This is an optimization exercise on Yosys and OpenROAD, whose aim is small area and a short achievable clock period, not a production implementation. Only simulation tests tie the RTL to the original design; equivalence was not proved.

## red
==> module classical_ctrl, before the edit <==
module classical_ctrl(
    input  logic        clk,
    input  logic        rst,
    input  logic [31:0] i_q_measurement,
    output logic        q_time_write,
    output logic        q_time_sel,
    output logic [1:0]  q_reg_write,
    output logic        q_slm,
    output logic        q_rot,
    output logic [31:0] q_inst,
    output logic [31:0] q_time_reg,
    output logic [4:0]  meas_rd_addr,
    output logic        pram_en,
    output logic        pram_rd_en,
    output logic [10:0] pram_addr,
    input  logic [31:0] instruction,
    output logic        dram_en,
    output logic        dram_rd_en,
    output logic        dram_wr_en,
    output logic [10:0] dram_addr,
    output logic [31:0] dram_din,
    input  logic [31:0] data_read,
    input  logic [31:0] start_sig,
    output logic [31:0] end_sig
);
    logic [6:0] op;
    logic [4:0] rd, rs1, rs2;
    assign op  = instruction[6:0];
    assign rd  = instruction[11:7];
    assign rs1 = instruction[19:15];
    assign rs2 = instruction[24:20];
    logic is_ldi, is_ldui, is_or, is_xor, is_and, is_not, is_add, is_sub;
    logic is_ld, is_st, is_cmp, is_fbr, is_fmr, is_br, is_jump, is_stop;
    logic is_qwait, is_qwaitr, is_smso, is_smsol, is_sito, is_sitol, is_rot;
    assign is_ldi    = (op == 7'b0101100);
    assign is_ldui   = (op == 7'b0010111);
    assign is_or     = (op == 7'b0011000);
    assign is_xor    = (op == 7'b0011001);
    assign is_and    = (op == 7'b0011010);
    assign is_not    = (op == 7'b0011011);
    assign is_add    = (op == 7'b0011110);
    assign is_sub    = (op == 7'b0011111);
    assign is_ld     = (op == 7'b0001001);
    assign is_st     = (op == 7'b0001010);
    assign is_cmp    = (op == 7'b0001101);
    assign is_fbr    = (op == 7'b0010100);
    assign is_fmr    = (op == 7'b0010101);
    assign is_br     = (op == 7'b0000001);
    assign is_jump   = (op == 7'b0000010);
    assign is_stop   = (op == 7'b0001000);
    assign is_qwait  = (op == 7'b1000000);
    assign is_qwaitr = (op == 7'b1000010);
    assign is_smso   = (op == 7'b1001000);
    assign is_smsol  = (op == 7'b1001010);
    assign is_sito   = (op == 7'b1001100);
    assign is_sitol  = (op == 7'b1001011);
    assign is_rot    = (op == 7'b1010011) || (op == 7'b1010100) || (op == 7'b1010101);
    logic [31:0]  regs [1:31];
    logic [991:0] regs_flat;
    logic [31:0]  ra_n, rb_n, ra, rb;
    logic [31:0]  wdata;
    logic         wen;
    for (genvar i = 1; i < 32; i++) begin : g_flat
        assign regs_flat[32*(i-1) +: 32] = regs[i];
    end
    logic [11:0] ra_lo_n;    
    logic        rb_dup;
    rf_rport #(.TWO(0), .NDUP(11)) u_rport_a (
        .regs(regs_flat), .addr(rs1), .addr2(5'b0), .sel2(1'b0),
        .data_n(ra_n), .dup_n(ra_lo_n));
    rf_rport #(.TWO(1), .NDUP(0)) u_rport_b (
        .regs(regs_flat), .addr(instruction[16:12]), .addr2(rs2), .sel2(op[3]),
        .data_n(rb_n), .dup_n(rb_dup));
    assign ra = ~ra_n;
    assign rb = ~rb_n;
    logic [31:0] wdata_r;
    assign wdata_r = rst ? 32'b0 : wdata;
    for (genvar i = 1; i < 32; i++) begin : g_reg
        always_ff @(posedge clk) begin
            if (rst || (wen && rd == i)) regs[i] <= wdata_r;
        end
    end
    logic        sub;
    logic [31:0] sum, p0, g0;
    logic        co;
    assign sub = op[0];
    add_alu u_add (.a_n(ra_n), .b_n(rb_n ^ {32{sub}}), .ci(sub), .s(sum), .co(co),
                   .p0(p0), .g0(g0));
    logic lt_u, lt_s, eq;
    assign lt_u = ~co;
    assign lt_s = (ra[31] ^ rb[31]) ? ra[31] : sum[31];
    assign eq   = &p0;
    logic f_v, f_lts, f_ltu, f_eq;
    always_ff @(posedge clk) begin
        if (rst) begin
            f_v <= 1'b0; f_lts <= 1'b0; f_ltu <= 1'b0; f_eq <= 1'b0;
        end else if (is_cmp) begin
            f_v <= 1'b1; f_lts <= lt_s; f_ltu <= lt_u; f_eq <= eq;
        end
    end
    logic [11:0] flags;
    always_comb begin
        flags[0]  = f_v & ~f_lts & ~f_eq;
        flags[1]  = f_v & (f_lts | f_eq);
        flags[2]  = f_v & (~f_lts | f_eq);
        flags[3]  = f_v & f_lts & ~f_eq;
        flags[4]  = f_v & ~f_ltu & ~f_eq;
        flags[5]  = f_v & (f_ltu | f_eq);
        flags[6]  = f_v & (~f_ltu | f_eq);
        flags[7]  = f_v & f_ltu & ~f_eq;
        flags[8]  = f_v & ~f_eq;
        flags[9]  = f_v & f_eq;
        flags[10] = 1'b0;
        flags[11] = 1'b1;
    end
    assign wen = is_ldi | is_ldui | is_or | is_xor | is_and | is_not |
                 is_add | is_sub | is_ld | is_fbr | is_fmr;
    always_comb begin
        wdata = ({32{is_ldi}}  & {{12{instruction[31]}}, instruction[31:12]})
              | ({32{is_ldui}} & {instruction[31:17], rb[16:0]})
              | ({32{is_or}}   & (p0 | g0))
              | ({32{is_xor}}  & ~p0)
              | ({32{is_and}}  & g0)
              | ({32{is_not}}  & rb_n)
              | ({32{is_add | is_sub}} & sum)
              | ({32{is_ld}}   & data_read)
              | ({32{is_fbr}}  & {20'b0, flags})
              | ({32{is_fmr}}  & i_q_measurement);
    end
    logic        e_reg;
    logic [10:0] pc;
    always_ff @(posedge clk) begin
        if (rst)          e_reg <= 1'b0;
        else if (is_stop) e_reg <= 1'b1;
    end
    logic        taken;
    logic [10:0] br_off, pc_br, pc_inc, target;
    assign taken  = is_jump | (is_br & (rd < 5'd12) & flags[rd[3:0]]);
    assign br_off = op[1] ? instruction[17:7] : instruction[22:12];
    add_br u_br (.a(pc), .b(br_off), .s(pc_br));
    assign pc_inc = pc + 11'd1;
    assign target = taken ? pc_br : pc_inc;
    always_ff @(posedge clk) begin
        if (rst)               pc <= 11'b0;
        else if (start_sig[0]) pc <= target;
    end
    logic run;
    assign run = start_sig[0] & ~e_reg;
    logic [10:0] d_off;
    assign d_off = op[1] ? {instruction[30:25], instruction[11:7]} : instruction[30:20];
    add_dram u_dadd (.a_n(ra_lo_n[10:0]), .b(d_off), .s(dram_addr));
    assign pram_en    = run;
    assign pram_rd_en = run;
    assign pram_addr  = target;
    assign dram_en    = run;
    assign dram_rd_en = run;
    assign dram_wr_en = is_st;
    assign dram_din   = rb;
    assign end_sig    = {31'b0, e_reg};
    assign q_inst       = instruction;
    assign meas_rd_addr = {2'b0, instruction[13:11]};
    assign q_time_write = is_qwait | is_qwaitr;
    assign q_time_sel   = is_qwaitr;
    assign q_time_reg   = is_qwaitr ? ra : 32'b0;
    assign q_reg_write  = {is_sito | is_sitol, is_smso | is_smsol | is_rot};
    assign q_slm        = is_smso;
    assign q_rot        = is_rot;
endmodule
==> flow/config.mk <==
export PLATFORM = sky130hd
export DESIGN_NAME = classical_ctrl
export DESIGN_NICKNAME = classical_ctrl
export VERILOG_FILES = /design/flow/design.v
export SDC_FILE = /design/flow/constraint.sdc
export NUM_CORES = 4
export LEC_CHECK = 0
export CAP_MARGIN = 20
export CORE_MARGIN = 2
export CORE_UTILIZATION = 40
export PLACE_DENSITY = 0.6
export SETUP_SLACK_MARGIN = 3.0
export SLEW_MARGIN = 20
export SYNTH_HIERARCHICAL = 1
export SYNTH_MINIMUM_KEEP_SIZE = 0
export TNS_END_PERCENT = 100
==> flow/constraint.sdc <==
create_clock -name core_clock -period 10.0 [get_ports {clk}]
set_input_delay 2.0000 -clock core_clock [delete_from_list [all_inputs] [get_ports {clk}]]
set_output_delay 2.0000 -clock core_clock [all_outputs]
set_load 0.01 [all_outputs]
standard.sh (not shown) runs the stock make flow with config.mk's settings and CLKGATE_MAP_FILE= SYNTH_SCRIPT=/design/flow/synth_recipe.tcl, a recipe that flattens the netlist after the stock synthesis.
==> flow/flow/run.sh <==
#!/bin/bash
# Standard ORFS layout with three changes: plain buffers (not delay cells) on
# the ports, a bit-sliced placement of the register file flip-flops before
# global placement (flow/place_regs.tcl), and clock tree synthesis without
# dummy loads.
set -euo pipefail
F="$(pwd)/flow"
export BUFFER_PORTS_ARGS="-buffer_cell sky130_fd_sc_hd__buf_1"
export PRE_GLOBAL_PLACE_SKIP_IO_TCL="$F/place_regs.tcl"
export POST_DETAIL_PLACE_TCL="$F/release_regs.tcl"
export CTS_ARGS="-sink_clustering_enable -repair_clock_nets -dont_use_dummy_load -buf_list sky130_fd_sc_hd__clkbuf_8 -sink_clustering_size 14 -sink_clustering_max_diameter 60"
bash standard.sh finish > standard_flow.log 2>&1
Other scripts of this flow, unchanged in this note and not shown: flow/flow/place_regs.tcl, flow/flow/release_regs.tcl
Per the final summary, red finished and its layout is clean on timing, DRC and antenna.
[inputs] blue vs red
diff --git a/flow/design.v b/flow/design.v
--- a/flow/design.v
+++ b/flow/design.v
@@ -872,12 +872,15 @@
 module cell_a222oi (input logic a1, a2, b1, b2, c1, c2, output logic y);
     assign y = ~((a1 & a2) | (b1 & b2) | (c1 & c2));
 endmodule
 module cell_a22oi (input logic a1, a2, b1, b2, output logic y);
     assign y = ~((a1 & a2) | (b1 & b2));
 endmodule
+module cell_a21o (input logic a1, a2, b1, output logic y);
+    assign y = (a1 & a2) | b1;
+endmodule
 module rf_rport #(parameter bit TWO = 0, parameter int NDUP = 0) (
     input  logic [991:0]  regs,
     input  logic [4:0]    addr,
     input  logic [4:0]    addr2,    
     input  logic          sel2,
     output logic [31:0]   data_n,
@@ -1026,13 +1029,12 @@
     rf_rport #(.TWO(1), .NDUP(0)) u_rport_b (
         .regs(regs_flat), .addr(instruction[16:12]), .addr2(rs2), .sel2(op[3]),
         .data_n(rb_n), .dup_n(rb_dup));
     assign ra = ~ra_n;
     assign rb = ~rb_n;
     logic [31:0] wdata_r;
-    assign wdata_r = rst ? 32'b0 : wdata;
     for (genvar i = 1; i < 32; i++) begin : g_reg
         always_ff @(posedge clk) begin
             if (rst || (wen && rd == i)) regs[i] <= wdata_r;
         end
     end
     logic        sub;
@@ -1067,23 +1069,29 @@
         flags[9]  = f_v & f_eq;
         flags[10] = 1'b0;
         flags[11] = 1'b1;
     end
     assign wen = is_ldi | is_ldui | is_or | is_xor | is_and | is_not |
                  is_add | is_sub | is_ld | is_fbr | is_fmr;
+    logic        addsub_nr;
+    logic [31:0] rest_nr;
+    assign addsub_nr = (is_add | is_sub) & ~rst;
     always_comb begin
         wdata = ({32{is_ldi}}  & {{12{instruction[31]}}, instruction[31:12]})
               | ({32{is_ldui}} & {instruction[31:17], rb[16:0]})
               | ({32{is_or}}   & (p0 | g0))
               | ({32{is_xor}}  & ~p0)
               | ({32{is_and}}  & g0)
               | ({32{is_not}}  & rb_n)
-              | ({32{is_add | is_sub}} & sum)
               | ({32{is_ld}}   & data_read)
               | ({32{is_fbr}}  & {20'b0, flags})
               | ({32{is_fmr}}  & i_q_measurement);
+        rest_nr = rst ? 32'b0 : wdata;
+    end
+    for (genvar b = 0; b < 32; b++) begin : g_wd
+        cell_a21o u_wd (.a1(addsub_nr), .a2(sum[b]), .b1(rest_nr[b]), .y(wdata_r[b]));
     end
     logic        e_reg;
     logic [10:0] pc;
     always_ff @(posedge clk) begin
         if (rst)          e_reg <= 1'b0;
         else if (is_stop) e_reg <= 1'b1;
Results
- Maximum cell stage delay along the critical path ends up higher on blue.
- blue finished every stage and its layout cleared the timing, design-rule and antenna checks.
- [blue] area overhead of the layout relative to synthesis fell 2.2 points relative to red
- Per the comparison of blue with red, count of TritonRoute iterations in the first routing pass lost 11; via count lost about 1.4%; maximum frequency lost 2.0 MHz; depth of the most critical reg-to-reg path lost 6; weighted congestion reported at the end of routability-driven placement picked up an extra 0.46%.
- When blue is measured against red, its final non-filler cell total turns out 1.5% lower.
- Met3 demand-to-capacity share in global routing | blue above red
- For number of buffers inserted to repair setup after CTS, dividing the value from red by the value from blue gives 0.75.
- Largest net degree at the start of global routing for blue: about 17% up relative to red
- Going from red to blue, number of placed instances with taps included shrank slightly.
- Per the comparison of blue with red, sequential share of layout area moved up, number of antenna violations at the first check in global routing increased 2.

## afterwards: timing with drivers on the ports
How much do the figures lean on ideal ports? The routed layouts below were timed once more, with nothing changed but the port constraints. Step 1 assumes that a clkbuf_16 drives the clock port and a buf_2 every other input. Step 2 times the ports against the registers' clock, not the clock port: input delays grow and output delays shrink by t, the midpoint of the rising clock arrivals with the driver on. Slacks: no drivers / after step 1 / after step 2; pairs: no drivers / after step 1.
| run | t (ns) | slack for setup (ns) | worst setup path after step 2 | worst register clock-pin slew, ns |
|---|---|---|---|---|
| red | 0.845 | 2.918 / 2.809 / 2.047 | input to register | 0.10 / 0.10 |
| blue | 0.801 | 2.818 / 2.752 / 2.129 | input to register | 0.10 / 0.10 |
After both steps every run listed still meets setup and hold. For red, which loses most, drivers alone change the setup slack by -0.109 ns; drivers and shift together by -0.871 ns.
